This is an optimization exercise on Yosys and OpenROAD, whose aim is small area, a short achievable clock period and few clock cycles per item, not a production implementation.
At most, simulation tests tie the RTL to the original design; equivalence was not proved.
The RTL of run 4 was laid out without a check of its function.
Power and IR drop assume default switching activity.

===== flow/config.mk =====
export PLATFORM = sky130hd
export DESIGN_NAME = pow_5_seq
export DESIGN_NICKNAME = pow_5_seq
export VERILOG_FILES = /design/flow/design.v
export SDC_FILE = /design/flow/constraint.sdc
export NUM_CORES = 4
export LEC_CHECK = 0
export CAP_MARGIN = 20
export CORE_MARGIN = 2
export CORE_UTILIZATION = 40
export SETUP_SLACK_MARGIN = 1.7
export SLEW_MARGIN = 20

===== flow/constraint.sdc =====
create_clock -name core_clock -period 5.8 [get_ports {clock}]
set_input_delay 1.1600 -clock core_clock [delete_from_list [all_inputs] [get_ports {clock}]]
set_output_delay 1.1600 -clock core_clock [all_outputs]
set_load 0.01 [all_outputs]

===== flow/design.v =====
module pow_5_seq
(
    input         clock,
    input         reset_n,
    input         run,
    input  [17:0] n,
    output        ready,
    output [17:0] n_pow_5
);
    reg rdy;
    always @(posedge clock or negedge reset_n)
        if (!reset_n) rdy <= 1'b0;
        else          rdy <= run;
    assign ready = rdy;
    wire w1;
    wire w2;
    wire w3;
    wire w4;
    wire w5;
    wire w6;
    wire w7;
    wire w8;
    wire w9;
    wire w10;
    wire w11;
    wire w12;
    wire w13;
    wire w14;
    wire w15;
    wire w16;
    wire w17;
    wire w18;
    wire w19;
    wire w20;
    wire w21;
    wire w22;
    wire w23;
    wire w24;
    wire w25;
    wire w26;
    wire w27;
    wire w28;
    wire w29;
    wire w30;
    wire w31;
    wire w32;
    wire w33;
    wire w34;
    wire w35;
    wire w36;
    wire w37;
    wire w38;
    wire w39;
    wire w40;
    wire w41;
    wire w42;
    wire w43;
    wire w44;
    wire w45;
    wire w46;
    wire w47;
    wire w48;
    wire w49;
    wire w50;
    wire w51;
    wire w52;
    wire w53;
    wire w54;
    wire w55;
    wire w56;
    wire w57;
    wire w58;
    wire w59;
    wire w60;
    wire w61;
    wire w62;
    wire w63;
    wire w64;
    wire w65;
    wire w66;
    wire w67;
    wire w68;
    wire w69;
    wire w70;
    wire w71;
    wire w72;
    wire w73;
    wire w74;
    wire w75;
    wire w76;
    wire w77;
    wire w78;
    wire w79;
    wire w80;
    wire w81;
    wire w82;
    wire w83;
    wire w84;
    wire w85;
    wire w86;
    wire w87;
    wire w88;
    wire w89;
    wire w90;
    wire w91;
    wire w92;
    wire w93;
    wire w94;
    wire w95;
    wire w96;
    wire w97;
    wire w98;
    wire w99;
    wire w100;
    wire w101;
    wire w102;
    wire w103;
    wire w104;
    wire w105;
    wire w106;
    wire w107;
    wire w108;
    wire w109;
    wire w110;
    wire w111;
    wire w112;
    wire w113;
    wire w114;
    wire w115;
    wire w116;
    wire w117;
    wire w118;
    wire w119;
    wire w120;
    wire w121;
    wire w122;
    wire w123;
    wire w124;
    wire w125;
    wire w126;
    wire w127;
    wire w128;
    wire w129;
    wire w130;
    wire w131;
    wire w132;
    wire w133;
    wire w134;
    wire w135;
    wire w136;
    wire w137;
    wire w138;
    wire w139;
    wire w140;
    wire w141;
    wire w142;
    wire w143;
    wire w144;
    wire w145;
    wire w146;
    wire w147;
    wire w148;
    wire w149;
    wire w150;
    wire w151;
    wire w152;
    wire w153;
    wire w154;
    wire w155;
    wire w156;
    wire w157;
    wire w158;
    wire w159;
    wire w160;
    wire w161;
    wire w162;
    wire w163;
    wire w164;
    wire w165;
    wire w166;
    wire w167;
    wire w168;
    wire w169;
    wire w170;
    wire w171;
    wire w172;
    wire w173;
    wire w174;
    wire w175;
    wire w176;
    wire w177;
    wire w178;
    wire w179;
    wire w180;
    wire w181;
    wire w182;
    wire w183;
    wire w184;
    wire w185;
    wire w186;
    wire w187;
    wire w188;
    wire w189;
    wire w190;
    wire w191;
    wire w192;
    wire w193;
    wire w194;
    wire w195;
    wire w196;
    wire w197;
    wire w198;
    wire w199;
    wire w200;
    wire w201;
    wire w202;
    wire w203;
    wire w204;
    wire w205;
    wire w206;
    wire w207;
    wire w208;
    wire w209;
    wire w210;
    wire w211;
    wire w212;
    wire w213;
    wire w214;
    wire w215;
    wire w216;
    wire w217;
    wire w218;
    wire w219;
    wire w220;
    wire w221;
    wire w222;
    wire w223;
    wire w224;
    wire w225;
    wire w226;
    wire w227;
    wire w228;
    wire w229;
    wire w230;
    wire w231;
    wire w232;
    wire w233;
    wire w234;
    wire w235;
    wire w236;
    wire w237;
    wire w238;
    wire w239;
    wire w240;
    wire w241;
    wire w242;
    wire w243;
    wire w244;
    wire w245;
    wire w246;
    wire w247;
    wire w248;
    wire w249;
    wire w250;
    wire w251;
    wire w252;
    wire w253;
    wire w254;
    wire w255;
    wire w256;
    wire w257;
    wire w258;
    wire w259;
    wire w260;
    wire w261;
    wire w262;
    wire w263;
    wire w264;
    wire w265;
    wire w266;
    wire w267;
    wire w268;
    wire w269;
    wire w270;
    wire w271;
    wire w272;
    wire w273;
    wire w274;
    wire w275;
    wire w276;
    wire w277;
    wire w278;
    wire w279;
    wire w280;
    wire w281;
    wire w282;
    wire w283;
    wire w284;
    wire w285;
    reg r_w116;
    reg r_w111;
    reg r_w109;
    reg r_w119;
    reg r_w128;
    reg r_w130;
    reg r_w129;
    reg r_w131;
    reg r_w142;
    reg r_w144;
    reg r_w143;
    reg r_w158;
    reg r_w145;
    reg r_w160;
    reg r_w162;
    reg r_w186;
    reg r_w187;
    reg r_w188;
    reg r_w118;
    reg r_w199;
    reg r_w211;
    reg r_w223;
    reg r_w224;
    reg r_w221;
    reg r_w238;
    reg r_w219;
    reg r_w246;
    reg r_n_0;
    reg r_w1;
    reg r_w2;
    reg r_w3;
    reg r_w4;
    reg r_w5;
    reg r_w205;
    reg r_w275;
    reg r_w276;
    reg r_w277;
    reg r_w278;
    reg r_w279;
    reg [16:0] lut_a5;
    always @(*)
        case ({n[5], n[4], n[3], n[2], n[1], n[0]})
            6'd0: lut_a5 = 17'b00000000000000000;
            6'd1: lut_a5 = 17'b00000000000000000;
            6'd2: lut_a5 = 17'b00000000000010000;
            6'd3: lut_a5 = 17'b00000000001111001;
            6'd4: lut_a5 = 17'b00000001000000000;
            6'd5: lut_a5 = 17'b00000011000011010;
            6'd6: lut_a5 = 17'b00000111100110000;
            6'd7: lut_a5 = 17'b00010000011010011;
            6'd8: lut_a5 = 17'b00100000000000000;
            6'd9: lut_a5 = 17'b00111001101010100;
            6'd10: lut_a5 = 17'b01100001101010000;
            6'd11: lut_a5 = 17'b10011101010001101;
            6'd12: lut_a5 = 17'b11110011000000000;
            6'd13: lut_a5 = 17'b01101010100101110;
            6'd14: lut_a5 = 17'b00001101001110000;
            6'd15: lut_a5 = 17'b11100101100100111;
            6'd16: lut_a5 = 17'b00000000000000000;
            6'd17: lut_a5 = 17'b01101010100101000;
            6'd18: lut_a5 = 17'b00110101010010000;
            6'd19: lut_a5 = 17'b01110010000100001;
            6'd20: lut_a5 = 17'b00110101000000000;
            6'd21: lut_a5 = 17'b10010100011000010;
            6'd22: lut_a5 = 17'b10101000110110000;
            6'd23: lut_a5 = 17'b10001101011111011;
            6'd24: lut_a5 = 17'b01100000000000000;
            6'd25: lut_a5 = 17'b01000000101111100;
            6'd26: lut_a5 = 17'b01010010111010000;
            6'd27: lut_a5 = 17'b10111100100110101;
            6'd28: lut_a5 = 17'b10100111000000000;
            6'd29: lut_a5 = 17'b00111110011010110;
            6'd30: lut_a5 = 17'b10110010011110000;
            6'd31: lut_a5 = 17'b00110110001001111;
            6'd32: lut_a5 = 17'b00000000000000000;
            6'd33: lut_a5 = 17'b01001010001010000;
            6'd34: lut_a5 = 17'b01010010100010000;
            6'd35: lut_a5 = 17'b01011010111001001;
            6'd36: lut_a5 = 17'b10101001000000000;
            6'd37: lut_a5 = 17'b10000110101101010;
            6'd38: lut_a5 = 17'b01000010000110000;
            6'd39: lut_a5 = 17'b00101101100100011;
            6'd40: lut_a5 = 17'b10100000000000000;
            6'd41: lut_a5 = 17'b11110100110100100;
            6'd42: lut_a5 = 17'b10001100001010000;
            6'd43: lut_a5 = 17'b11001010111011101;
            6'd44: lut_a5 = 17'b00011011000000000;
            6'd45: lut_a5 = 17'b11101011001111110;
            6'd46: lut_a5 = 17'b10101111101110000;
            6'd47: lut_a5 = 17'b11100001101110111;
            6'd48: lut_a5 = 17'b00000000000000000;
            6'd49: lut_a5 = 17'b10001110101111000;
            6'd50: lut_a5 = 17'b00010111110010000;
            6'd51: lut_a5 = 17'b00101010101110001;
            6'd52: lut_a5 = 17'b01011101000000000;
            6'd53: lut_a5 = 17'b01001010000010010;
            6'd54: lut_a5 = 17'b10010011010110000;
            6'd55: lut_a5 = 17'b11100000101001011;
            6'd56: lut_a5 = 17'b11100000000000000;
            6'd57: lut_a5 = 17'b01000101111001100;
            6'd58: lut_a5 = 17'b11001101011010000;
            6'd59: lut_a5 = 17'b00111000010000101;
            6'd60: lut_a5 = 17'b01001111000000000;
            6'd61: lut_a5 = 17'b11100001000100110;
            6'd62: lut_a5 = 17'b11000100111110000;
            6'd63: lut_a5 = 17'b11011000010011111;
        endcase
    assign w1 = lut_a5[0];
    assign w2 = lut_a5[1];
    assign w3 = lut_a5[2];
    assign w4 = lut_a5[3];
    assign w5 = lut_a5[4];
    assign w6 = lut_a5[5];
    assign w7 = lut_a5[6];
    assign w8 = lut_a5[7];
    assign w9 = lut_a5[8];
    assign w10 = lut_a5[9];
    assign w11 = lut_a5[10];
    assign w12 = lut_a5[11];
    assign w13 = lut_a5[12];
    assign w14 = lut_a5[13];
    assign w15 = lut_a5[14];
    assign w16 = lut_a5[15];
    assign w17 = lut_a5[16];
    reg [7:0] lut_p;
    always @(*)
        case ({n[5], n[4], n[3], n[2], n[1], n[0]})
            6'd0: lut_p = 8'b00000000;
            6'd1: lut_p = 8'b00000000;
            6'd2: lut_p = 8'b00000101;
            6'd3: lut_p = 8'b00011001;
            6'd4: lut_p = 8'b01010000;
            6'd5: lut_p = 8'b11000011;
            6'd6: lut_p = 8'b10010101;
            6'd7: lut_p = 8'b11101110;
            6'd8: lut_p = 8'b00000000;
            6'd9: lut_p = 8'b00000010;
            6'd10: lut_p = 8'b00110101;
            6'd11: lut_p = 8'b11011111;
            6'd12: lut_p = 8'b01010000;
            6'd13: lut_p = 8'b11011101;
            6'd14: lut_p = 8'b11100101;
            6'd15: lut_p = 8'b11001100;
            6'd16: lut_p = 8'b00000000;
            6'd17: lut_p = 8'b11110100;
            6'd18: lut_p = 8'b00100101;
            6'd19: lut_p = 8'b00010101;
            6'd20: lut_p = 8'b01010000;
            6'd21: lut_p = 8'b01100111;
            6'd22: lut_p = 8'b11110101;
            6'd23: lut_p = 8'b10011010;
            6'd24: lut_p = 8'b00000000;
            6'd25: lut_p = 8'b11010110;
            6'd26: lut_p = 8'b11010101;
            6'd27: lut_p = 8'b10111011;
            6'd28: lut_p = 8'b01010000;
            6'd29: lut_p = 8'b01100001;
            6'd30: lut_p = 8'b11000101;
            6'd31: lut_p = 8'b01011000;
            6'd32: lut_p = 8'b00000000;
            6'd33: lut_p = 8'b10101000;
            6'd34: lut_p = 8'b01000101;
            6'd35: lut_p = 8'b11010001;
            6'd36: lut_p = 8'b01010000;
            6'd37: lut_p = 8'b11001011;
            6'd38: lut_p = 8'b01010101;
            6'd39: lut_p = 8'b00000110;
            6'd40: lut_p = 8'b00000000;
            6'd41: lut_p = 8'b01101010;
            6'd42: lut_p = 8'b01110101;
            6'd43: lut_p = 8'b01010111;
            6'd44: lut_p = 8'b01010000;
            6'd45: lut_p = 8'b10100101;
            6'd46: lut_p = 8'b10100101;
            6'd47: lut_p = 8'b10100100;
            6'd48: lut_p = 8'b00000000;
            6'd49: lut_p = 8'b00011100;
            6'd50: lut_p = 8'b01100101;
            6'd51: lut_p = 8'b01001101;
            6'd52: lut_p = 8'b01010000;
            6'd53: lut_p = 8'b11101111;
            6'd54: lut_p = 8'b10110101;
            6'd55: lut_p = 8'b00110010;
            6'd56: lut_p = 8'b00000000;
            6'd57: lut_p = 8'b10111110;
            6'd58: lut_p = 8'b00010101;
            6'd59: lut_p = 8'b10110011;
            6'd60: lut_p = 8'b01010000;
            6'd61: lut_p = 8'b10101001;
            6'd62: lut_p = 8'b10000101;
            6'd63: lut_p = 8'b10110000;
        endcase
    assign w18 = lut_p[0];
    assign w19 = lut_p[1];
    assign w20 = lut_p[2];
    assign w21 = lut_p[3];
    assign w22 = lut_p[4];
    assign w23 = lut_p[5];
    assign w24 = lut_p[6];
    assign w25 = lut_p[7];
    reg [2:0] lut_q;
    always @(*)
        case ({n[5], n[4], n[3], n[2], n[1], n[0]})
            6'd0: lut_q = 3'b000;
            6'd1: lut_q = 3'b001;
            6'd2: lut_q = 3'b010;
            6'd3: lut_q = 3'b001;
            6'd4: lut_q = 3'b000;
            6'd5: lut_q = 3'b100;
            6'd6: lut_q = 3'b110;
            6'd7: lut_q = 3'b100;
            6'd8: lut_q = 3'b000;
            6'd9: lut_q = 3'b111;
            6'd10: lut_q = 3'b010;
            6'd11: lut_q = 3'b111;
            6'd12: lut_q = 3'b000;
            6'd13: lut_q = 3'b010;
            6'd14: lut_q = 3'b110;
            6'd15: lut_q = 3'b010;
            6'd16: lut_q = 3'b000;
            6'd17: lut_q = 3'b101;
            6'd18: lut_q = 3'b010;
            6'd19: lut_q = 3'b101;
            6'd20: lut_q = 3'b000;
            6'd21: lut_q = 3'b000;
            6'd22: lut_q = 3'b110;
            6'd23: lut_q = 3'b000;
            6'd24: lut_q = 3'b000;
            6'd25: lut_q = 3'b011;
            6'd26: lut_q = 3'b010;
            6'd27: lut_q = 3'b011;
            6'd28: lut_q = 3'b000;
            6'd29: lut_q = 3'b110;
            6'd30: lut_q = 3'b110;
            6'd31: lut_q = 3'b110;
            6'd32: lut_q = 3'b000;
            6'd33: lut_q = 3'b001;
            6'd34: lut_q = 3'b010;
            6'd35: lut_q = 3'b001;
            6'd36: lut_q = 3'b000;
            6'd37: lut_q = 3'b100;
            6'd38: lut_q = 3'b110;
            6'd39: lut_q = 3'b100;
            6'd40: lut_q = 3'b000;
            6'd41: lut_q = 3'b111;
            6'd42: lut_q = 3'b010;
            6'd43: lut_q = 3'b111;
            6'd44: lut_q = 3'b000;
            6'd45: lut_q = 3'b010;
            6'd46: lut_q = 3'b110;
            6'd47: lut_q = 3'b010;
            6'd48: lut_q = 3'b000;
            6'd49: lut_q = 3'b101;
            6'd50: lut_q = 3'b010;
            6'd51: lut_q = 3'b101;
            6'd52: lut_q = 3'b000;
            6'd53: lut_q = 3'b000;
            6'd54: lut_q = 3'b110;
            6'd55: lut_q = 3'b000;
            6'd56: lut_q = 3'b000;
            6'd57: lut_q = 3'b011;
            6'd58: lut_q = 3'b010;
            6'd59: lut_q = 3'b011;
            6'd60: lut_q = 3'b000;
            6'd61: lut_q = 3'b110;
            6'd62: lut_q = 3'b110;
            6'd63: lut_q = 3'b110;
        endcase
    assign w26 = lut_q[0];
    assign w27 = lut_q[1];
    assign w28 = lut_q[2];
    reg [2:0] lut_r;
    always @(*)
        case ({n[10], n[9], n[8], n[7], n[6]})
            5'd0: lut_r = 3'b000;
            5'd1: lut_r = 3'b000;
            5'd2: lut_r = 3'b001;
            5'd3: lut_r = 3'b010;
            5'd4: lut_r = 3'b100;
            5'd5: lut_r = 3'b110;
            5'd6: lut_r = 3'b001;
            5'd7: lut_r = 3'b100;
            5'd8: lut_r = 3'b000;
            5'd9: lut_r = 3'b100;
            5'd10: lut_r = 3'b001;
            5'd11: lut_r = 3'b110;
            5'd12: lut_r = 3'b100;
            5'd13: lut_r = 3'b010;
            5'd14: lut_r = 3'b001;
            5'd15: lut_r = 3'b000;
            5'd16: lut_r = 3'b000;
            5'd17: lut_r = 3'b000;
            5'd18: lut_r = 3'b001;
            5'd19: lut_r = 3'b010;
            5'd20: lut_r = 3'b100;
            5'd21: lut_r = 3'b110;
            5'd22: lut_r = 3'b001;
            5'd23: lut_r = 3'b100;
            5'd24: lut_r = 3'b000;
            5'd25: lut_r = 3'b100;
            5'd26: lut_r = 3'b001;
            5'd27: lut_r = 3'b110;
            5'd28: lut_r = 3'b100;
            5'd29: lut_r = 3'b010;
            5'd30: lut_r = 3'b001;
            5'd31: lut_r = 3'b000;
        endcase
    assign w29 = lut_r[0];
    assign w30 = lut_r[1];
    assign w31 = lut_r[2];
    assign w32 = n[0] & n[6];
    assign w33 = n[0] & n[7];
    assign w34 = n[0] & n[8];
    assign w35 = n[0] & n[9];
    assign w36 = n[0] & n[10];
    assign w37 = n[0] & n[11];
    assign w38 = w18 & n[6];
    assign w39 = w18 & n[7];
    assign w40 = w18 & n[8];
    assign w41 = w18 & n[9];
    assign w42 = w18 & n[10];
    assign w43 = w18 & n[11];
    assign w44 = w19 & n[6];
    assign w45 = w19 & n[7];
    assign w46 = w19 & n[8];
    assign w47 = w19 & n[9];
    assign w48 = w19 & n[10];
    assign w49 = w19 & n[11];
    assign w50 = w20 & n[6];
    assign w51 = w20 & n[7];
    assign w52 = w20 & n[8];
    assign w53 = w20 & n[9];
    assign w54 = w20 & n[10];
    assign w55 = w20 & n[11];
    assign w56 = w21 & n[6];
    assign w57 = w21 & n[7];
    assign w58 = w21 & n[8];
    assign w59 = w21 & n[9];
    assign w60 = w21 & n[10];
    assign w61 = w22 & n[6];
    assign w62 = w22 & n[7];
    assign w63 = w22 & n[8];
    assign w64 = w22 & n[9];
    assign w65 = w23 & n[6];
    assign w66 = w23 & n[7];
    assign w67 = w23 & n[8];
    assign w68 = w24 & n[6];
    assign w69 = w24 & n[7];
    assign w70 = w25 & n[6];
    assign w71 = n[0] & n[12];
    assign w72 = n[0] & n[13];
    assign w73 = n[0] & n[14];
    assign w74 = n[0] & n[15];
    assign w75 = n[0] & n[16];
    assign w76 = n[0] & n[17];
    assign w77 = w18 & n[12];
    assign w78 = w18 & n[13];
    assign w79 = w19 & n[12];
    assign w80 = n[0] & w29;
    assign w81 = n[0] & w30;
    assign w82 = n[0] & w31;
    assign w83 = w1 & n[6];
    assign w84 = w1 & w29;
    assign w85 = w1 & w30;
    assign w86 = w26 & n[6];
    assign w87 = w26 & w29;
    assign w88 = w27 & n[6];
    assign w89 = w28 & n[6];
    assign w90 = w34 ^ w32;
    assign w91 = w34 & w32;
    assign w92 = w35 ^ w33 ^ w91;
    assign w93 = (w35 & w33) | (w35 & w91) | (w33 & w91);
    assign w94 = w36 ^ w34 ^ w93;
    assign w95 = (w36 & w34) | (w36 & w93) | (w34 & w93);
    assign w96 = w10 ^ w38;
    assign w97 = w10 & w38;
    assign w98 = w37 ^ w35 ^ w11;
    assign w99 = (w37 & w35) | (w37 & w11) | (w35 & w11);
    assign w100 = w95 ^ w39 ^ w44;
    assign w101 = (w95 & w39) | (w95 & w44) | (w39 & w44);
    assign w102 = w97 ^ w98;
    assign w103 = w97 & w98;
    assign w104 = w36 ^ w71 ^ w12;
    assign w105 = (w36 & w71) | (w36 & w12) | (w71 & w12);
    assign w106 = w40 ^ w45 ^ w50;
    assign w107 = (w40 & w45) | (w40 & w50) | (w45 & w50);
    assign w108 = w99 ^ w104 ^ w101;
    assign w109 = (w99 & w104) | (w99 & w101) | (w104 & w101);
    assign w110 = w106 ^ w103;
    assign w111 = w106 & w103;
    assign w112 = w37 ^ w72 ^ w32;
    assign w113 = (w37 & w72) | (w37 & w32) | (w72 & w32);
    assign w114 = w112 ^ w13 ^ w41;
    assign w115 = (w112 & w13) | (w112 & w41) | (w13 & w41);
    assign w116 = w46 ^ w51 ^ w56;
    assign w117 = (w46 & w51) | (w46 & w56) | (w51 & w56);
    assign w118 = w105 ^ w107 ^ w114;
    assign w119 = (w105 & w107) | (w105 & w114) | (w107 & w114);
    assign w120 = r_w116 ^ r_w111 ^ r_w109;
    assign w121 = (r_w116 & r_w111) | (r_w116 & r_w109) | (r_w111 & r_w109);
    assign w122 = w73 ^ w71 ^ w113;
    assign w123 = (w73 & w71) | (w73 & w113) | (w71 & w113);
    assign w124 = w14 ^ w122 ^ w42;
    assign w125 = (w14 & w122) | (w14 & w42) | (w122 & w42);
    assign w126 = w47 ^ w52 ^ w57;
    assign w127 = (w47 & w52) | (w47 & w57) | (w52 & w57);
    assign w128 = w61 ^ w83 ^ w115;
    assign w129 = (w61 & w83) | (w61 & w115) | (w83 & w115);
    assign w130 = w117 ^ w124 ^ w126;
    assign w131 = (w117 & w124) | (w117 & w126) | (w124 & w126);
    assign w132 = r_w119 ^ r_w128 ^ r_w130;
    assign w133 = (r_w119 & r_w128) | (r_w119 & r_w130) | (r_w128 & r_w130);
    assign w134 = w74 ^ w72 ^ w123;
    assign w135 = (w74 & w72) | (w74 & w123) | (w72 & w123);
    assign w136 = w15 ^ w43 ^ w48;
    assign w137 = (w15 & w43) | (w15 & w48) | (w43 & w48);
    assign w138 = w53 ^ w58 ^ w62;
    assign w139 = (w53 & w58) | (w53 & w62) | (w58 & w62);
    assign w140 = w65 ^ w80 ^ w86;
    assign w141 = (w65 & w80) | (w65 & w86) | (w80 & w86);
    assign w142 = w134 ^ w125 ^ w127;
    assign w143 = (w134 & w125) | (w134 & w127) | (w125 & w127);
    assign w144 = w136 ^ w138 ^ w140;
    assign w145 = (w136 & w138) | (w136 & w140) | (w138 & w140);
    assign w146 = r_w129 ^ r_w131 ^ r_w142;
    assign w147 = (r_w129 & r_w131) | (r_w129 & r_w142) | (r_w131 & r_w142);
    assign w148 = r_w144 ^ w133;
    assign w149 = r_w144 & w133;
    assign w150 = w75 ^ w73 ^ w16;
    assign w151 = (w75 & w73) | (w75 & w16) | (w73 & w16);
    assign w152 = w49 ^ w54 ^ w59;
    assign w153 = (w49 & w54) | (w49 & w59) | (w54 & w59);
    assign w154 = w63 ^ w66 ^ w68;
    assign w155 = (w63 & w66) | (w63 & w68) | (w66 & w68);
    assign w156 = w77 ^ w81 ^ w84;
    assign w157 = (w77 & w81) | (w77 & w84) | (w81 & w84);
    assign w158 = w88 ^ w135 ^ w150;
    assign w159 = (w88 & w135) | (w88 & w150) | (w135 & w150);
    assign w160 = w137 ^ w139 ^ w141;
    assign w161 = (w137 & w139) | (w137 & w141) | (w139 & w141);
    assign w162 = w152 ^ w154 ^ w156;
    assign w163 = (w152 & w154) | (w152 & w156) | (w154 & w156);
    assign w164 = r_w143 ^ r_w158 ^ r_w145;
    assign w165 = (r_w143 & r_w158) | (r_w143 & r_w145) | (r_w158 & r_w145);
    assign w166 = r_w160 ^ r_w162 ^ w147;
    assign w167 = (r_w160 & r_w162) | (r_w160 & w147) | (r_w162 & w147);
    assign w168 = w164 ^ w149;
    assign w169 = w164 & w149;
    assign w170 = w76 ^ w74;
    assign w171 = w170 ^ w17;
    assign w172 = w55 ^ w60;
    assign w173 = w64 ^ w67;
    assign w174 = w69 ^ w70;
    assign w175 = w78 ^ w79;
    assign w176 = w82 ^ w85;
    assign w177 = w87 ^ w89;
    assign w178 = w171 ^ w172;
    assign w179 = w173 ^ w174;
    assign w180 = w175 ^ w176;
    assign w181 = w177 ^ w151;
    assign w182 = w153 ^ w155;
    assign w183 = w157 ^ w178;
    assign w184 = w179 ^ w180;
    assign w185 = w181 ^ w182;
    assign w186 = w183 ^ w184;
    assign w187 = w159 ^ w161;
    assign w188 = w185 ^ w163;
    assign w189 = r_w186 ^ r_w187;
    assign w190 = r_w188 ^ w189;
    assign w191 = w165 ^ w190;
    assign w192 = w167 ^ w191;
    assign w193 = w6 & w32;
    assign w194 = w7 & w33;
    assign w195 = w8 & w90;
    assign w196 = w9 & w92;
    assign w197 = w94 & w96;
    assign w198 = w100 & w102;
    assign w199 = w108 & w110;
    assign w200 = r_w118 & w120;
    assign w201 = w121 & w132;
    assign w202 = w146 & w148;
    assign w203 = w166 & w168;
    assign w204 = w169 & w192;
    assign w205 = w6 ^ w32;
    assign w206 = w7 ^ w33;
    assign w207 = w8 ^ w90;
    assign w208 = w9 ^ w92;
    assign w209 = w94 ^ w96;
    assign w210 = w100 ^ w102;
    assign w211 = w108 ^ w110;
    assign w212 = r_w118 ^ w120;
    assign w213 = w121 ^ w132;
    assign w214 = w146 ^ w148;
    assign w215 = w166 ^ w168;
    assign w216 = w169 ^ w192;
    assign w217 = w3 & w2;
    assign w218 = w5 & w4;
    assign w219 = w194 | (w206 & w193);
    assign w220 = w206 & w205;
    assign w221 = w196 | (w208 & w195);
    assign w222 = w208 & w207;
    assign w223 = w198 | (w210 & w197);
    assign w224 = w210 & w209;
    assign w225 = w200 | (w212 & r_w199);
    assign w226 = w212 & r_w211;
    assign w227 = w202 | (w214 & w201);
    assign w228 = w214 & w213;
    assign w229 = w204 | (w216 & w203);
    assign w230 = w216 & w215;
    assign w231 = w2 & w1;
    assign w232 = w217 & w1;
    assign w233 = w205 & w218;
    assign w234 = w220 & w218;
    assign w235 = w197 | (w209 & w221);
    assign w236 = w209 & w222;
    assign w237 = r_w223 | (r_w224 & r_w221);
    assign w238 = w224 & w222;
    assign w239 = w201 | (w213 & w225);
    assign w240 = w213 & w226;
    assign w241 = w227 | (w228 & w225);
    assign w242 = w228 & w226;
    assign w243 = w4 & w232;
    assign w244 = w218 & w232;
    assign w245 = w233 & w232;
    assign w246 = w234 & w232;
    assign w247 = r_w199 | (r_w211 & w237);
    assign w248 = r_w211 & r_w238;
    assign w249 = w225 | (w226 & w237);
    assign w250 = w226 & r_w238;
    assign w251 = w239 | (w240 & w237);
    assign w252 = w240 & r_w238;
    assign w253 = w241 | (w242 & w237);
    assign w254 = w242 & r_w238;
    assign w255 = w195 | (w207 & w219);
    assign w256 = w207 & w246;
    assign w257 = w221 | (w222 & w219);
    assign w258 = w222 & w246;
    assign w259 = w235 | (w236 & w219);
    assign w260 = w236 & w246;
    assign w261 = w237 | (r_w238 & r_w219);
    assign w262 = r_w238 & r_w246;
    assign w263 = w247 | (w248 & r_w219);
    assign w264 = w248 & r_w246;
    assign w265 = w249 | (w250 & r_w219);
    assign w266 = w250 & r_w246;
    assign w267 = w251 | (w252 & r_w219);
    assign w268 = w252 & r_w246;
    assign w269 = w253 | (w254 & r_w219);
    assign w270 = w254 & r_w246;
    assign w271 = w203 | (w215 & w269);
    assign w272 = w215 & w270;
    assign w273 = w229 | (w230 & w269);
    assign w274 = w230 & w270;
    assign w275 = w206 ^ w193;
    assign w276 = w207 ^ w219;
    assign w277 = w208 ^ w255;
    assign w278 = w209 ^ w257;
    assign w279 = w210 ^ w259;
    assign w280 = r_w211 ^ w261;
    assign w281 = w212 ^ w263;
    assign w282 = w213 ^ w265;
    assign w283 = w214 ^ w267;
    assign w284 = w215 ^ w269;
    assign w285 = w216 ^ w271;
    always @(posedge clock) begin
        r_w116 <= w116;
        r_w111 <= w111;
        r_w109 <= w109;
        r_w119 <= w119;
        r_w128 <= w128;
        r_w130 <= w130;
        r_w129 <= w129;
        r_w131 <= w131;
        r_w142 <= w142;
        r_w144 <= w144;
        r_w143 <= w143;
        r_w158 <= w158;
        r_w145 <= w145;
        r_w160 <= w160;
        r_w162 <= w162;
        r_w186 <= w186;
        r_w187 <= w187;
        r_w188 <= w188;
        r_w118 <= w118;
        r_w199 <= w199;
        r_w211 <= w211;
        r_w223 <= w223;
        r_w224 <= w224;
        r_w221 <= w221;
        r_w238 <= w238;
        r_w219 <= w219;
        r_w246 <= w246;
        r_n_0 <= n[0];
        r_w1 <= w1;
        r_w2 <= w2;
        r_w3 <= w3;
        r_w4 <= w4;
        r_w5 <= w5;
        r_w205 <= w205;
        r_w275 <= w275;
        r_w276 <= w276;
        r_w277 <= w277;
        r_w278 <= w278;
        r_w279 <= w279;
    end
    assign n_pow_5 = {w285, w284, w283, w282, w281, w280, r_w279, r_w278, r_w277, r_w276, r_w275, r_w205, r_w5, r_w4, r_w3, r_w2, r_w1, r_n_0};
endmodule

===== flow/flow/run.sh =====
#!/bin/bash
# Own layout flow: the standard layout (standard.sh, unchanged synthesis and steps),
# except that the port buffers are inserted as buf_2 cells instead of the default choice,
# and clock tree synthesis uses clkbuf_8 buffers without dummy loads.
# make's full output goes to standard_flow.log in this folder; ORFS's per-step logs stay
# under orfs/logs.
set -euo pipefail
bash standard.sh "BUFFER_PORTS_ARGS=-buffer_cell sky130_fd_sc_hd__buf_2" \
  "CTS_ARGS=-sink_clustering_enable -repair_clock_nets -dont_use_dummy_load -root_buf sky130_fd_sc_hd__clkbuf_8 -buf_list sky130_fd_sc_hd__clkbuf_8" \
  finish > standard_flow.log 2>&1

===== flow/standard.sh =====
#!/bin/bash
# synth_recipe.tcl (not shown) runs the flow's synth.tcl, then flattens the netlist and writes it again
# the make line also repeats each setting of config.mk as NAME=value (left out here)
make -C /OpenROAD-flow-scripts/flow DESIGN_CONFIG=/design/flow/config.mk WORK_HOME=/design/flow/orfs CLKGATE_MAP_FILE= SYNTH_SCRIPT=/design/flow/synth_recipe.tcl "${@:-finish}"

==> impl_metrics.py, run 1 <==
metrics = {
    "critical_path": {
        "cp_max_fo": 16,
        "critical_path_required_ns": 5.97,
        "worstSetupStartpointType": "input pin",
        "timing.critical_path.arrival_ns": 4.23,
        "end_kind": "flip-flop",
        "setup.worst_path.class": "input pin to flip-flop",
    },
    "clock_network": {
        "cts_inserted_buffers": 5,
        "clock_sinks": 39,
        "worst_setup_hold_path_clk_slew_ns": 0.09,
        "cts_hold_buf": 0,
        "cts_tree": "yes",
        "htree_levels": 2,
        "ctsLongestPathBuffers": 2,
        "ctsRootBufferMaster": "clkbuf_8",
    },
    "floorplanning": {
        "die_height_um": 109.5,
        "floorplan.io_pins": 40,
        "die_span_in_x_um": 109.5,
        "initial_core_util_pct": 41.05,
        "die_area_um2": 11990,
        "row_count": 38,
        "core-area_um2": 10840,
    },
    "detailed_routing": {
        "wire_per_inst_um": 17.70,
        "detail_route.iter0.violations": 419,
        "vias_per_cell": 5.674,
        "drt_drc_violations_left": 0,
        "route.final.wire_length_mm": 11.89,
        "vias": 3813,
        "drt_first_pass_iters": 5,
        "route.antenna.remaining_nets": 0,
    },
    "global_routing": {
        "use_met1_pct": 28.99,
        "grt_use_met2_pct": 32.76,
        "grt_start_max_net_pins": 85,
        "first_pass_grt_wire_length_mm": 19.20,
        "grt-busiest-layer": "met2",
        "globalRouteMet3Util_pct": 3.557,
        "overall_overflow_remaining_after_global_route": 0,
        "number_of_global_route_vias_before_repair": 3572,
        "grtUsageTotal_pct": 20.81,
        "antenna_violations_before_repair": 0,
    },
    "yosys": {
        "synth_top_area_cell": "dfxtp_1",
        "postSynthRegisterBits": 39,
        "synth_cell_type_count": 68,
        "synthArstFlopShare_pct": 2.564,
        "average_footprint_of_a_synthesized_cell_um2": 8.196,
        "post_synth_instance_area_um2": 4451,
        "yosysTopAreaCellShare_pct": 17.09,
        "ys_seq_area_share_pct": 17.66,
        "synth_warnings": 1,
        "syn_nets": 626,
        "cell_count_after_synthesis": 543,
        "synth_edf_count": 0,
        "post_synth_main_area_contributors": "dfxtp_1 (17%), fa_1 (17%), ha_1 (7.0%)",
        "postSynth.topFlopCell": "dfxtp_1",
    },
    "timing": {
        "fin_setup_tns_ns": 0,
        "timing.final.crit_share_pct": 69.98,
        "rsz0062_at_grt": "true",
        "timing_hold_violations_final": 0,
        "fmax_mhz": 246.4,
        "finalSetupViolCount": 0,
        "fin_ws_ns": 1.741,
        "min_period_ns": 4.059,
        "worst-slew-pin-transition_ns": 0.6819,
        "maxSlewViolCount": 0,
        "worst_slew_margin_rel_pct": 54.05,
    },
    "pwr": {
        "leakagePower_nw": 2.058,
        "worst_ir_drop_vdd_uv": 297.6,
        "power_density_nw_per_um2": 288.0,
    },
    "placed_design": {
        "placed_cells_incl_taps": 662,
        "dpl-instance-area_um2": 4501,
        "dp_hpwl_mm": 8.849,
        "place_ws_ns": 0.9213,
        "routabilityCongestion": 0.9178,
        "buffer_ports.inserted": 39,
    },
    "run": {
        "max_capacitance_violation_count": 0,
    },
    "final_layout": {
        "antenna_cells_inserted": 0,
        "fin_cells": 672,
        "fillers": 1075,
        "synthToLayoutAreaGrowth_pct": 6.213,
        "post-route-cell-area_um2": 4727,
        "layout.nets": 617,
        "final_layout_size_suffix_gt1_share_pct": 15.60,
    },
    "run_status": {
        "run_status": "complete, no violations",
    },
    "min_path": {
        "worstHoldPathType": "input pin to asynchronous set/reset pin",
    },
}
## Yosys cell counts (7+ instances only)
master / instances
buf_1: 9
a21oi_1: 40
clkbuf_1: 18
buf_4: 19
nor2_1: 36
xor2_1: 9
o211ai_1: 8
nand3_1: 7
inv_1: 42
nand2_1: 68
xnor2_1: 19
a31oi_1: 7
nor2b_1: 7
dfxtp_1: 38
fa_1: 37
o21ai_0: 23
a211oi_1: 10
ha_1: 25
and2_1: 11
nor3_1: 9
buf_2: 13
nand2b_1: 9
## metrics by stage
step                      hold slack [ns]  util, %  power, mW
after global routing               0.6099    43.61      1.492
after CTS                          0.6169    42.39      1.341
after global placement             0.9356    41.52      1.150
after floorplan                    0.8644        -      1.083
after detailed placement           0.9370    41.52      1.159
final                              0.6232    43.61      1.361
## worst max-delay path: stages
cell and delay [ns]:
buf_6 0.16, clkinvlp_4 0.20, ha_4 0.31, clkbuf_2 0.16
buf_4 0.15, nor2_1 0.14, a21oi_1 0.10, a21oi_1 0.23
o21ai_0 0.16, fa_1 0.57, inv_1 0.05, fa_1 0.51
inv_1 0.04, ha_1 0.26
## cells by family after synthesis
| logic type | synth area share (%) |
|---|---|
| XOR/XNOR | 6.522 |
| AND/OR/NAND/NOR | 17.60 |
| AO/OA/AOI/OAI | 19.37 |
| multiplexers | 3.767 |
| adder cells (fa/ha/maj) | 23.67 |
| buffers and inverters | 11.41 |
| flip-flops | 17.66 |
## placed cells by master (no fill, tap or decap), drive strengths merged, types with 3 or more instances in the layout
cell | synthesis | final
nor2b | 7 | 7
a311oi | 3 | 3
o21ai | 24 | 24
fa | 37 | 37
nand3 | 7 | 7
o21a | 5 | 5
dfxtp | 38 | 38
a31oi | 7 | 7
nand2 | 69 | 69
xor2 | 9 | 9
mux2i | 4 | 4
nor2 | 36 | 36
nand2b | 9 | 9
a221o | 3 | 3
o211ai | 8 | 8
and2 | 12 | 12
nor3b | 3 | 3
xnor2 | 19 | 19
and3 | 4 | 4
inv | 43 | 41
mux4 | 5 | 5
and2b | 4 | 4
buf | 44 | 44
clkbuf | 18 | 7
a21oi | 40 | 40
a211oi | 10 | 10
o311ai | 3 | 3
nor3 | 9 | 9
o31ai | 5 | 5
ha | 25 | 25
## worst max-delay path by stage
stage,startpoint,end,cells after the start
after CTS,n[1],r_w238$_DFF_P_,12
after floorplan,n[0],r_w188$_DFF_P_,14
after global routing,n[0],r_w188$_DFF_P_,12
after global placement,n[0],r_w238$_DFF_P_,11
final,n[1],r_w211$_DFF_P_,14
after detailed placement,n[0],r_w188$_DFF_P_,12
## power by group
part | switching, mW | total, mW | internal (mW)
Clock | 0.0976 | 0.176 | 0.0779
Sequential | 0.0270 | 0.370 | 0.343
Combinational | 0.438 | 0.815 | 0.378
## metal layers
metal	vias up	wire [um]
li1	1802	-
met1	1822	5244
met2	172	5420
met3	17	987
met4	0	241
met5	-	0
## what timing repair did
action,4_1_cts,5_1_grt
resized for setup,9,21
hold endpoints to repair,0,0
buffers inserted,0,5
gates cloned,0,0
endpoints found under the setup margin,18,4
pin swaps,0,4
## area by class of cell
class	instances	area [um^2]	area share (%)
clock buffer	5	68.82	1.456
inverter	43	171.4	3.626
multi-input combinational	399	3247	68.69
sequential	39	785.8	16.62
tap	140	175.2	3.706
timing repair buffer	46	279.0	5.903
Testbench counts, summed over its fixed seeds: cycles 24,000, items 24,000.
==> run 2, diff against run 1 <==
==> flow/flow/run.sh (replaced) <==
#!/bin/bash
# Own layout flow: the standard layout (standard.sh, unchanged synthesis and steps),
# except that the port buffers are inserted as buf_1 cells instead of the default choice,
# and clock tree synthesis uses clkbuf_8 buffers without dummy loads.
# make's full output goes to standard_flow.log in this folder; ORFS's per-step logs stay
# under orfs/logs.
set -euo pipefail
bash standard.sh "BUFFER_PORTS_ARGS=-buffer_cell sky130_fd_sc_hd__buf_1" \
  "CTS_ARGS=-sink_clustering_enable -repair_clock_nets -dont_use_dummy_load -root_buf sky130_fd_sc_hd__clkbuf_8 -buf_list sky130_fd_sc_hd__clkbuf_8" \
  finish > standard_flow.log 2>&1
==> run 2 against run 1 <==
Power down 3.5%; wire length unchanged; clock power down 5%; utilization down 0.70 points; largest cell class unchanged; critical endpoint is now r_w238$_DFF_P_; first-iteration DRC count up 3.8%; still clean on timing, DRC and antenna; worst setup slack better by 0.053 ns; design area down 1.6%; synthesized cell count unchanged; die area unchanged; sequential share of layout area up 0.27 points; critical path depth down 3; hold slack worse by 0.0097 ns; highest routed layer unchanged.
==> impl_metrics.py, run 2 <==
metrics = {
    "run_status": {
        "run_status": "complete, no violations",
    },
    "detailed_routing": {
        "drt_first_pass_iters": 6,
        "wire_per_inst_um": 17.70,
        "route.antenna.remaining_nets": 0,
        "vias": 3795,
        "route.final.wire_length_mm": 11.89,
        "detail_route.iter0.violations": 435,
        "drt_drc_violations_left": 0,
        "vias_per_cell": 5.647,
    },
    "yosys": {
        "synth_warnings": 1,
        "post_synth_instance_area_um2": 4451,
        "syn_nets": 626,
        "yosysTopAreaCellShare_pct": 17.09,
        "postSynth.topFlopCell": "dfxtp_1",
        "most_instantiated_library_cell_after_synthesis": "nand2_1",
        "synth_cell_type_count": 68,
        "post_synth_main_area_contributors": "dfxtp_1 (17%), fa_1 (17%), ha_1 (7.0%)",
        "cell_count_after_synthesis": 543,
        "netlist_top_cells_count": "nand2_1 (68), inv_1 (42), a21oi_1 (40)",
        "postSynthRegisterBits": 39,
        "synth_edf_count": 0,
        "average_footprint_of_a_synthesized_cell_um2": 8.196,
        "synthArstFlopShare_pct": 2.564,
        "ys_seq_area_share_pct": 17.66,
        "synth_top_area_cell": "dfxtp_1",
    },
    "pwr": {
        "p_switching_uw": 545.2,
        "worst_ir_drop_vdd_uv": 239.1,
        "power_density_nw_per_um2": 282.3,
        "internal_power_uw": 767.9,
        "p_seq_share_pct": 28.2,
        "clockPowerShare_pct": 12.8,
        "leakagePower_nw": 1.964,
        "share_comb_of_total_power_pct": 59.0,
        "switching_share_pct": 41.52,
    },
    "clock_network": {
        "ctsRootBufferMaster": "clkbuf_8",
        "cts_tree": "yes",
        "worst_setup_hold_path_clk_slew_ns": 0.06,
        "cts_hold_buf": 0,
        "htree_levels": 2,
        "clock_sinks": 39,
        "cts_inserted_buffers": 5,
        "ctsLongestPathBuffers": 2,
    },
    "critical_path": {
        "critical_path.max_stage_delay_ns": 0.50,
        "critical_path_required_ns": 5.99,
        "setup.worst_path.class": "input pin to flip-flop",
        "worstSetupStartpointType": "input pin",
        "timing.critical_path.arrival_ns": 4.19,
        "end_kind": "flip-flop",
        "cp_max_fo": 38,
        "cp_cell_sequence": "buf_4 -> buf_4 -> nor2b_1 -> or3b_2 -> a31oi_1 -> a21oi_1 -> fa_1 -> ha_1 -> ha_1 -> and2_1 -> and3_1",
        "crit_slowest_cell": "fa_1",
    },
    "final_layout": {
        "multi_input_comb_area_um2": 3227,
        "antenna_cells_inserted": 0,
        "layout.cells.most_common": "nand2_1",
        "mostFrequentLayoutCells": "nand2_1 (66), a21oi_1 (40), inv_1 (39), dfxtp_1 (38), nor2_1 (36)",
        "synthToLayoutAreaGrowth_pct": 4.498,
        "fin_cells": 672,
        "final-seq-area_um2": 785.8,
        "fillers": 1120,
        "final_layout_size_suffix_gt1_share_pct": 8.647,
        "layout.nets": 617,
    },
    "global_routing": {
        "grt_start_max_net_pins": 85,
        "antenna_violations_before_repair": 0,
        "overall_overflow_remaining_after_global_route": 0,
        "first_pass_grt_wire_length_mm": 18.71,
        "number_of_global_route_vias_before_repair": 3584,
        "grtUsageTotal_pct": 20.45,
    },
    "timing": {
        "worst-slew-pin-transition_ns": 0.7519,
        "finalSetupViolCount": 0,
        "maxSlewViolCount": 0,
        "timing.final.crit_share_pct": 69.07,
        "timing_hold_violations_final": 0,
        "fmax_mhz": 249.6,
        "fin_setup_tns_ns": 0,
        "worst_slew_margin_rel_pct": 49.33,
        "rsz0062_at_grt": "true",
        "min_period_ns": 4.006,
    },
    "placed_design": {
        "placed_cells_incl_taps": 666,
        "dp_hpwl_mm": 9.027,
        "buffer_ports.inserted": 39,
        "routabilityCongestion": 0.9320,
    },
    "floorplanning": {
        "die_span_in_x_um": 109.5,
        "initial_core_util_pct": 41.05,
        "row_count": 38,
        "floorplan.io_pins": 40,
        "die_area_um2": 11990,
        "core-area_um2": 10840,
        "die_height_um": 109.5,
    },
    "min_path": {
        "worstHoldPathType": "input pin to asynchronous set/reset pin",
    },
    "run": {
        "max_capacitance_violation_count": 0,
    },
}
[run 2: per-stage QoR]
stage	utilization (%)	hold slack, ns	total power, mW	cell area (um^2)	setup WS, ns
detailed placement	41.39	0.9278	1.134	4487	0.9811
global placement	41.39	0.9244	1.121	4487	1.088
CTS	42.16	0.6002	1.311	4571	1.707
finish	42.90	0.6135	1.313	4651	1.794
global route	42.90	0.6035	1.452	4651	1.684
floorplan	-	0.8644	1.083	4494	1.699
[run 2: power groups by stage]
stage	clock, mW	sequential (mW)	combinational, mW
after floorplan	0	0.372	0.711
after global placement	0	0.376	0.745
after detailed placement	0	0.378	0.756
after CTS	0.176	0.372	0.762
after global routing	0.187	0.379	0.886
final	0.168	0.370	0.775
[run 2: routing by layer]
layer | track usage (%) | vias up | routed length, um
li1 | - | 1798 | -
met1 | 27.36 | 1779 | 5081
met2 | 32.98 | 194 | 5587
met3 | 3.023 | 24 | 926
met4 | 8.499 | 0 | 298
met5 | 0 | - | 0
[run 2: critical path, delay by kind of cell]
family	cells	cell delay, ns
adders and majority gates	3	1.14
and+or+nand+nor	4	0.95
AOI/OAI and AO/OA	2	0.30
buffers and inverters	2	0.64
[run 2: how the worst max path moves through the flow]
| stage | to | startpoint |
|---|---|---|
| 2_1_floorplan | r_w188$_DFF_P_ | n[0] |
| 3_3_place_gp | r_w188$_DFF_P_ | n[1] |
| 3_5_place_dp | r_w188$_DFF_P_ | n[1] |
| 4_1_cts | r_w238$_DFF_P_ | n[1] |
| 5_1_grt | r_w188$_DFF_P_ | n[4] |
| 6_report | r_w238$_DFF_P_ | n[2] |
[run 2: cell families (layout without fill, tap and decap cells)]
logic type | count (synthesis) | count (layout) | share of synthesized area [%]
buffers and inverters | 105 | 94 | 11.41
flip-flops | 39 | 39 | 17.66
adder cells (fa/ha/maj) | 62 | 62 | 23.67
AO/OA/AOI/OAI | 130 | 130 | 19.37
XOR/XNOR | 30 | 30 | 6.522
AND/OR/NAND/NOR | 167 | 167 | 17.60
multiplexers | 10 | 10 | 3.767
[run 2: cell type report]
class / instances / share of cell area [%]
multi-input combinational: 399 / 69.38
sequential: 39 / 16.90
timing repair buffer: 46 / 4.870
tap: 140 / 3.766
inverter: 43 / 3.605
clock buffer: 5 / 1.480
[run 2: repair_timing]
| action | CTS | global route |
|---|---|---|
| setup buffers | 0 | 1 |
| pin swaps | 0 | 2 |
| gates resized for setup | 6 | 21 |
| setup endpoints to repair | 19 | 9 |
==> run 3, diff against run 2 <==
--- a/flow/flow/run.sh
+++ b/flow/flow/run.sh
@@ -5,6 +5,6 @@
 # make's full output goes to standard_flow.log in this folder; ORFS's per-step logs stay
 # under orfs/logs.
 set -euo pipefail
-bash standard.sh "BUFFER_PORTS_ARGS=-buffer_cell sky130_fd_sc_hd__buf_1" \
+bash standard.sh "SYNTH_ARGS=-noabc" "BUFFER_PORTS_ARGS=-buffer_cell sky130_fd_sc_hd__buf_1" \
   "CTS_ARGS=-sink_clustering_enable -repair_clock_nets -dont_use_dummy_load -root_buf sky130_fd_sc_hd__clkbuf_8 -buf_list sky130_fd_sc_hd__clkbuf_8" \
   finish > standard_flow.log 2>&1
==> run 3 against run 2 <==
Non-clock buffer count up 8; sequential power about the same; die area down 6.0%; via count down 2.8%; worst setup slack worse by 0.062 ns; design area down 5.8%; synthesized cell count down 8.1%; fmax down 1.5%; first-iteration DRC count down 5.5%.
==> impl_metrics.py, run 3 <==
metrics = {
    "critical_path": {
        "crit_slowest_cell": "fa_1",
        "worstSetupStartpointType": "flip-flop",
        "cp_cell_sequence": "fa_1 -> ha_1 -> o21a_1 -> o21a_1 -> o21ai_2 -> nand2b_1 -> fa_2 -> xor2_1 -> xnor2_1 -> xnor2_1 -> buf_2",
        "end_kind": "output pin",
        "setup.worst_path.class": "flip-flop to output pin",
        "buffers_inverters_on_critical_path": 1,
        "cpLargestDelayFamily": "adder cells",
        "timing.critical_path.arrival_ns": 2.91,
        "critical_path.max_stage_delay_ns": 0.47,
        "cp_max_fo": 2,
        "critical_path_required_ns": 4.64,
    },
    "clock_network": {
        "worst_setup_hold_path_clk_slew_ns": 0.08,
        "ctsLongestPathBuffers": 2,
        "cts_inserted_buffers": 5,
        "clock_sinks": 39,
        "cts_hold_buf": 0,
        "htree_levels": 2,
        "ctsRootBufferMaster": "clkbuf_8",
        "cts_tree": "yes",
    },
    "min_path": {
        "worstHoldPathType": "input pin to asynchronous set/reset pin",
    },
    "yosys": {
        "average_footprint_of_a_synthesized_cell_um2": 8.365,
        "ys_seq_area_share_pct": 18.82,
        "muxShareOfSynthArea_pct": 0,
        "postSynthRegisterBits": 39,
        "cell_count_after_synthesis": 499,
        "synth_cell_type_count": 62,
        "postSynth.topFlopCell": "dfxtp_1",
        "synthArstFlopShare_pct": 2.564,
        "syn_nets": 572,
        "yosysTopAreaCellShare_pct": 18.23,
        "netlist_top_cells_count": "nand2_1 (42), o21ai_0 (41), dfxtp_1 (38), nor2_1 (38), fa_1 (37)",
        "post_synth_main_area_contributors": "dfxtp_1 (18%), fa_1 (18%), o21ai_0 (4.9%)",
        "post_synth_instance_area_um2": 4174,
        "synth_top_area_cell": "dfxtp_1",
        "synth_fa_ha_area_share_pct": 22.24,
        "synth_simple_gate_area_share_pct": 21.19,
        "most_instantiated_library_cell_after_synthesis": "nand2_1",
        "synth-compound-area-share_pct": 20.59,
        "synth_xor_area_share_pct": 7.464,
        "synth_warnings": 1,
        "synth_edf_count": 0,
        "dominant_combinational_cell_family_by_area_after_synthesis": "adder cells",
    },
    "pwr": {
        "power_density_nw_per_um2": 293.9,
        "worst_ir_drop_vdd_uv": 143.4,
        "leakagePower_nw": 1.851,
    },
    "floorplanning": {
        "row_count": 37,
        "die_height_um": 106.2,
        "initial_core_util_pct": 40.80,
        "die_span_in_x_um": 106.2,
        "core-area_um2": 10230,
        "die_area_um2": 11270,
        "floorplan.io_pins": 40,
    },
    "global_routing": {
        "number_of_global_route_vias_before_repair": 3367,
        "antenna_violations_before_repair": 0,
        "first_pass_grt_wire_length_mm": 17.71,
        "overall_overflow_remaining_after_global_route": 0,
        "grtUsageTotal_pct": 19.92,
        "grt_start_max_net_pins": 48,
    },
    "timing": {
        "worst_slew_margin_rel_pct": 48.84,
        "min_period_ns": 4.068,
        "hold_slack_ns": 0.6312,
        "finalSetupViolCount": 0,
        "rsz0062_at_grt": "true",
        "timing_hold_violations_final": 0,
        "fmax_mhz": 245.8,
        "fin_setup_tns_ns": 0,
        "maxSlewViolCount": 0,
        "worst-slew-pin-transition_ns": 0.7674,
        "timing.final.crit_share_pct": 70.15,
    },
    "final_layout": {
        "synthToLayoutAreaGrowth_pct": 5.006,
        "fillers": 1068,
        "layout.nets": 574,
        "antenna_cells_inserted": 0,
        "final_layout_size_suffix_gt1_share_pct": 8.818,
        "mostFrequentLayoutCells": "nand2_1 (41), o21ai_0 (40), nor2_1 (38), dfxtp_1 (38)",
        "layout.cells.most_common": "nand2_1",
    },
    "detailed_routing": {
        "route.antenna.remaining_nets": 0,
        "vias_per_cell": 5.806,
        "drt_drc_violations_left": 0,
        "wire_per_inst_um": 17.21,
        "vias": 3687,
        "drt_first_pass_iters": 7,
        "route.final.wire_length_mm": 10.93,
        "detail_route.iter0.violations": 411,
    },
    "run": {
        "max_capacitance_violation_count": 0,
    },
    "placed_design": {
        "routabilityCongestion": 0.9620,
        "buffer_ports.inserted": 39,
        "dp_hpwl_mm": 8.274,
    },
    "run_status": {
        "run_status": "complete, no violations",
    },
}
-- run 3: cell count changes after synthesis, sizes merged, moves of 5 or more --
cell	before	now
a31oi	7	2
o21ai	24	45
a21oi	40	32
inv	43	10
nand2	69	43
ha	25	15
and3	4	16
mux4	5	0
and2	12	21
nor2b	7	15
o22ai	1	6
-- run 3: worst max path at each step --
stage / slack [ns] / cells past startpoint / endpoint / start
2_1_floorplan: 1.57 / 13 / r_w211$_DFF_P_ / n[0]
3_3_place_gp: 1.44 / 9 / r_w211$_DFF_P_ / n[4]
3_5_place_dp: 1.44 / 11 / r_w188$_DFF_P_ / n[3]
4_1_cts: 1.66 / 11 / n_pow_5[17] / r_w116$_DFF_P_
5_1_grt: 1.59 / 11 / n_pow_5[17] / r_w116$_DFF_P_
6_report: 1.73 / 11 / n_pow_5[17] / r_w116$_DFF_P_
-- run 3: repair_timing --
item | in CTS | in global routing
gates resized for setup | 3 | 12
endpoints found under the hold margin | 0 | 0
pin swaps | 5 | 2
endpoints found under the setup margin | 1 | 7
setup buffers | 3 | 3
-- run 3: area by class of cell --
class	instances	area (um^2)	share of cell area [%]
inverters	11	45.04	1.028
flip-flops and latches	39	785.8	17.93
multi-input cells	390	3035	69.25
repair buffers	54	277.8	6.337
well taps	136	170.2	3.882
clock buffers	5	68.82	1.570
-- run 3: through the flow --
stage / power (mW) / utilization (%) / cells / cell area (um^2) / setup slack [ns]
5_1_grt: 1.415 / 42.84 / 635 / 4383 / 1.586
4_1_cts: 1.301 / 42.39 / 632 / 4337 / 1.663
6_report: 1.288 / 42.84 / 635 / 4383 / 1.732
3_3_place_gp: 1.088 / 41.46 / 624 / 4242 / 1.436
2_1_floorplan: 1.052 / - / 499 / 4255 / 1.567
3_5_place_dp: 1.098 / 41.46 / 624 / 4242 / 1.438
-- run 3: routing by layer --
| metal | up-vias | GRT usage [%] | share of wire [%] |
|---|---|---|---|
| met5 | - | 0 | 0 |
| met1 | 1758 | 28.64 | 44 |
| met4 | 0 | 7.143 | 2.9 |
| li1 | 1714 | - | - |
| met3 | 29 | 3.740 | 7.9 |
| met2 | 186 | 29.76 | 45 |
-- run 3: cell families (layout without fill, tap and decap cells) --
family | Yosys count | count (layout)
AOI/OAI and AO/OA | 135 | 135
DFF | 39 | 39
xor gates and xnor gates | 30 | 30
buffers and inverters | 70 | 70
adders and majority gates | 52 | 52
and+or+nand+nor | 173 | 173
-- run 3: power breakdown --
part           internal (mW)  switching [mW]  total, mW
sequential             0.342          0.0290      0.371
clock                 0.0774          0.0812      0.159
combinational          0.350           0.409      0.759
==> run 4, diff against run 3 <==
--- a/flow/design.v
+++ b/flow/design.v
@@ -312,10 +312,10 @@
     reg r_w145;
     reg r_w160;
     reg r_w162;
-    reg r_w186;
-    reg r_w187;
     reg r_w188;
+    reg r_w189;
     reg r_w118;
+    reg r_w121;
     reg r_w199;
     reg r_w211;
     reg r_w223;
@@ -696,7 +696,7 @@
     assign w118 = w105 ^ w107 ^ w114;
     assign w119 = (w105 & w107) | (w105 & w114) | (w107 & w114);
     assign w120 = r_w116 ^ r_w111 ^ r_w109;
-    assign w121 = (r_w116 & r_w111) | (r_w116 & r_w109) | (r_w111 & r_w109);
+    assign w121 = (w116 & w111) | (w116 & w109) | (w111 & w109);
     assign w122 = w73 ^ w71 ^ w113;
     assign w123 = (w73 & w71) | (w73 & w113) | (w71 & w113);
     assign w124 = w14 ^ w122 ^ w42;
@@ -764,8 +764,8 @@
     assign w186 = w183 ^ w184;
     assign w187 = w159 ^ w161;
     assign w188 = w185 ^ w163;
-    assign w189 = r_w186 ^ r_w187;
-    assign w190 = r_w188 ^ w189;
+    assign w189 = w186 ^ w187;
+    assign w190 = r_w188 ^ r_w189;
     assign w191 = w165 ^ w190;
     assign w192 = w167 ^ w191;
     assign w193 = w6 & w32;
@@ -776,7 +776,7 @@
     assign w198 = w100 & w102;
     assign w199 = w108 & w110;
     assign w200 = r_w118 & w120;
-    assign w201 = w121 & w132;
+    assign w201 = r_w121 & w132;
     assign w202 = w146 & w148;
     assign w203 = w166 & w168;
     assign w204 = w169 & w192;
@@ -788,7 +788,7 @@
     assign w210 = w100 ^ w102;
     assign w211 = w108 ^ w110;
     assign w212 = r_w118 ^ w120;
-    assign w213 = w121 ^ w132;
+    assign w213 = r_w121 ^ w132;
     assign w214 = w146 ^ w148;
     assign w215 = w166 ^ w168;
     assign w216 = w169 ^ w192;
@@ -877,10 +877,10 @@
         r_w145 <= w145;
         r_w160 <= w160;
         r_w162 <= w162;
-        r_w186 <= w186;
-        r_w187 <= w187;
         r_w188 <= w188;
+        r_w189 <= w189;
         r_w118 <= w118;
+        r_w121 <= w121;
         r_w199 <= w199;
         r_w211 <= w211;
         r_w223 <= w223;
==> flow/run.sh (new file) <==
#!/bin/bash
# synth_recipe.tcl (not shown) runs the flow's synth.tcl, then flattens the netlist and writes it again
# the make line also repeats each setting of config.mk as NAME=value (left out here)
make -C /OpenROAD-flow-scripts/flow DESIGN_CONFIG=/design/flow/config.mk WORK_HOME=/design/flow/orfs CLKGATE_MAP_FILE= SYNTH_SCRIPT=/design/flow/synth_recipe.tcl finish
removed: flow/flow/run.sh
removed: flow/standard.sh
==> run 4 against run 3 <==
Combinational power grew 26%; die area is 8.7% higher; synthesized cell count grew 11%; global-route usage grew 1.7 points; via count up 8.4%; worst setup slack worse by 0.28 ns; hold slack gained 0.39 ns; non-clock buffer count is 10 higher; power is 28% higher; critical path type is now input pin to flip-flop.
==> impl_metrics.py, run 4 <==
metrics = {
    "run_status": {
        "run_status": "complete, no violations",
    },
    "timing": {
        "worst-slew-pin-transition_ns": 0.7156,
        "rsz0062_at_grt": "true",
        "hold_slack_ns": 1.020,
        "fin_ws_ns": 1.454,
        "fmax_mhz": 230.1,
        "worst_slew_margin_rel_pct": 51.68,
        "fin_setup_tns_ns": 0,
        "maxSlewViolCount": 0,
        "timing_hold_violations_final": 0,
        "timing.final.crit_share_pct": 74.93,
        "finalSetupViolCount": 0,
        "min_period_ns": 4.346,
    },
    "yosys": {
        "ys_seq_area_share_pct": 17.26,
        "synthArstFlopShare_pct": 2.564,
        "cell_count_after_synthesis": 554,
        "post_synth_main_area_contributors": "dfxtp_1 (17%), fa_1 (16%), ha_1 (6.9%)",
        "postSynthRegisterBits": 39,
        "yosysTopAreaCellShare_pct": 16.71,
        "synth_cell_type_count": 59,
        "synth_top_area_cell": "dfxtp_1",
        "netlist_top_cells_count": "nand2_1 (71), inv_1 (41), dfxtp_1 (38), nor2_1 (38), fa_1 (36)",
        "postSynth.topFlopCell": "dfxtp_1",
        "synth_edf_count": 0,
        "post_synth_instance_area_um2": 4553,
        "most_instantiated_library_cell_after_synthesis": "nand2_1",
        "synth_warnings": 1,
        "syn_nets": 636,
        "average_footprint_of_a_synthesized_cell_um2": 8.219,
    },
    "detailed_routing": {
        "vias_per_cell": 5.663,
        "detail_route.iter0.violations": 465,
        "vias": 3998,
        "drt_first_pass_iters": 5,
        "wire_per_inst_um": 18.51,
        "route.final.wire_length_mm": 13.07,
        "drt_drc_violations_left": 0,
        "route.antenna.remaining_nets": 0,
    },
    "placed_design": {
        "buffer_ports.inserted": 39,
        "routabilityCongestion": 0.9537,
        "dpl-instance-area_um2": 4985,
        "place_ws_ns": 0.4022,
        "dp_hpwl_mm": 10.02,
    },
    "floorplanning": {
        "initial_core_util_pct": 41.46,
        "core-area_um2": 10980,
        "die_area_um2": 12250,
        "floorplan.io_pins": 40,
        "die_height_um": 110.7,
        "row_count": 38,
        "die_span_in_x_um": 110.7,
    },
    "final_layout": {
        "layout.cells.most_common": "nand2_1",
        "finished_core_util_pct": 48.83,
        "mostFrequentLayoutCells": "nand2_1 (69), inv_1 (39), dfxtp_1 (38), nor2_1 (36), fa_1 (32)",
        "synthToLayoutAreaGrowth_pct": 17.78,
        "post-route-cell-area_um2": 5363,
        "final_layout_size_suffix_gt1_share_pct": 14.84,
        "layout.nets": 647,
        "fillers": 1065,
        "antenna_cells_inserted": 0,
    },
    "clock_network": {
        "cts_hold_buf": 0,
        "worst_setup_hold_path_clk_slew_ns": 0.07,
        "clock_sinks": 39,
        "htree_levels": 2,
        "cts_tree": "yes",
        "ctsRootBufferMaster": "clkbuf_16",
        "ctsLongestPathBuffers": 2,
        "cts_inserted_buffers": 5,
    },
    "min_path": {
        "worstHoldPathType": "input pin to asynchronous set/reset pin",
    },
    "pwr": {
        "power_density_nw_per_um2": 306.4,
        "leakagePower_nw": 2.341,
        "worst_ir_drop_vdd_uv": 262.2,
    },
    "critical_path": {
        "setup.worst_path.class": "input pin to flip-flop",
        "timing.critical_path.arrival_ns": 4.52,
        "end_kind": "flip-flop",
        "cpLargestDelayFamily": "XOR/XNOR gates",
        "critical_path.max_stage_delay_ns": 0.50,
        "crit_slowest_cell": "mux4_2",
        "crit_cells": 16,
        "cp_cell_sequence": "buf_4 -> buf_6 -> ha_1 -> nand2_2 -> o21ai_0 -> mux4_2 -> mux2i_4 -> nand2_1 -> fa_2 -> fa_2 -> xor2_2 -> xnor2_2 -> xnor2_1 -> xnor3_1 -> xor3_1 -> xnor3_1",
        "cp_max_fo": 10,
        "buffers_inverters_on_critical_path": 2,
        "worstSetupStartpointType": "input pin",
        "critical_path_required_ns": 5.97,
    },
    "global_routing": {
        "grtUsageTotal_pct": 21.60,
        "number_of_global_route_vias_before_repair": 3992,
        "antenna_violations_before_repair": 0,
        "overall_overflow_remaining_after_global_route": 0,
        "first_pass_grt_wire_length_mm": 21.35,
        "grt_start_max_net_pins": 50,
    },
    "run": {
        "max_capacitance_violation_count": 0,
    },
}
-- run 4: cell count changes after synthesis, sizes merged, moves of 5 or more --
cell and delta:
inv +31, nand2 +29, o21ai -14, and3 -11
ha +10, a21oi -7, and2b -5, clkbuf +5
mux2 +5, mux4 +5, o211ai +5
-- run 4: layer usage --
metal	wire length, um	GRT usage, %	vias up
li1	-	-	1880
met1	5768	30.28	1868
met2	5976	34.44	216
met3	930	2.843	34
met4	395	7.333	0
met5	0	0	-
-- run 4: kinds of logic after synthesis --
kind of cell / share of synthesized area, %
AND/OR/NAND/NOR: 18.05
flip-flops: 17.26
XOR/XNOR: 7.200
AO/OA/AOI/OAI: 19.07
buffers and inverters: 10.83
multiplexers: 4.672
adder cells (fa/ha/maj): 22.92
-- run 4: path summary, 6_finish.rpt --
kind                       slack (ns)        endpoint     from
worst max-delay path             1.45  r_w189$_DFF_P_     n[0]
worst min-delay path             1.02   rdy$_DFF_PN0_  reset_n
max in group asynchronous        4.68   rdy$_DFF_PN0_  reset_n
min in group core_clock          1.27   r_n_0$_DFF_P_     n[0]
-- run 4: final cells by class --
| class | count | area [um^2] | share of cell area [%] |
|---|---|---|---|
| clock inverter | 3 | 43.79 | 0.8166 |
| tap | 140 | 175.2 | 3.266 |
| multi-input combinational | 413 | 3443 | 64.21 |
| sequential | 39 | 785.8 | 14.65 |
| timing repair buffer | 64 | 616.8 | 11.50 |
| clock buffer | 5 | 125.1 | 2.333 |
| inverter | 42 | 172.7 | 3.220 |
-- run 4: what timing repair did --
item / CTS / global route
setup buffers: 6 / 0
gates resized for setup: 40 / 16
pin swaps: 5 / 5
endpoints found under the setup margin: 22 / 4
-- run 4: where the power goes --
group / switching, mW / total, mW / internal (mW)
combinational: 0.456 / 0.955 / 0.498
sequential: 0.0287 / 0.373 / 0.344
clock: 0.113 / 0.315 / 0.203
-- run 4: through the flow --
step | power [mW] | cells
2_1_floorplan | 1.115 | 554
3_3_place_gp | 1.308 | 692
3_5_place_dp | 1.327 | 692
4_1_cts | 1.644 | 706
5_1_grt | 1.783 | 706
6_report | 1.643 | 706

==> separate check: timing with driven ports <==
No port has a modelled driver above. Below, the same layouts with a new extraction and two added sets of constraints.
Step 1, drivers: a clkbuf_16 drives clock and a buf_2 each remaining input, both assumed.
Step 2 moves the port delays by t, midway between the first and last clock arrival at a register: inputs arrive t later, outputs are due t later. That takes back most of the time a late clock gives input paths.
Slacks: ideal / step 1 / step 2; pairs: ideal / step 1.
| run | t, ns | setup slack, ns | worst setup path after step 2 | latest minus earliest clock arrival (ns) | worst data-port slew with drivers (ns) |
|---|---|---|---|---|---|
| run 1 | 0.311 | 1.741 / 1.735 / 1.424 | input to register | 0.014 / 0.014 | 0.06 |
| run 2 | 0.329 | 1.794 / 1.804 / 1.475 | input to register | 0.014 / 0.014 | 0.03 |
| run 3 | 0.309 | 1.732 / 1.700 / 1.470 | input to register | 0.014 / 0.014 | 0.03 |
| run 4 | 0.319 | 1.454 / 1.470 / 1.151 | input to register | 0.013 / 0.014 | 0.04 |
After both steps every run listed still meets setup and hold. For run 2, which loses most, drivers alone change the setup slack by +0.010 ns; drivers and shift together by -0.319 ns.
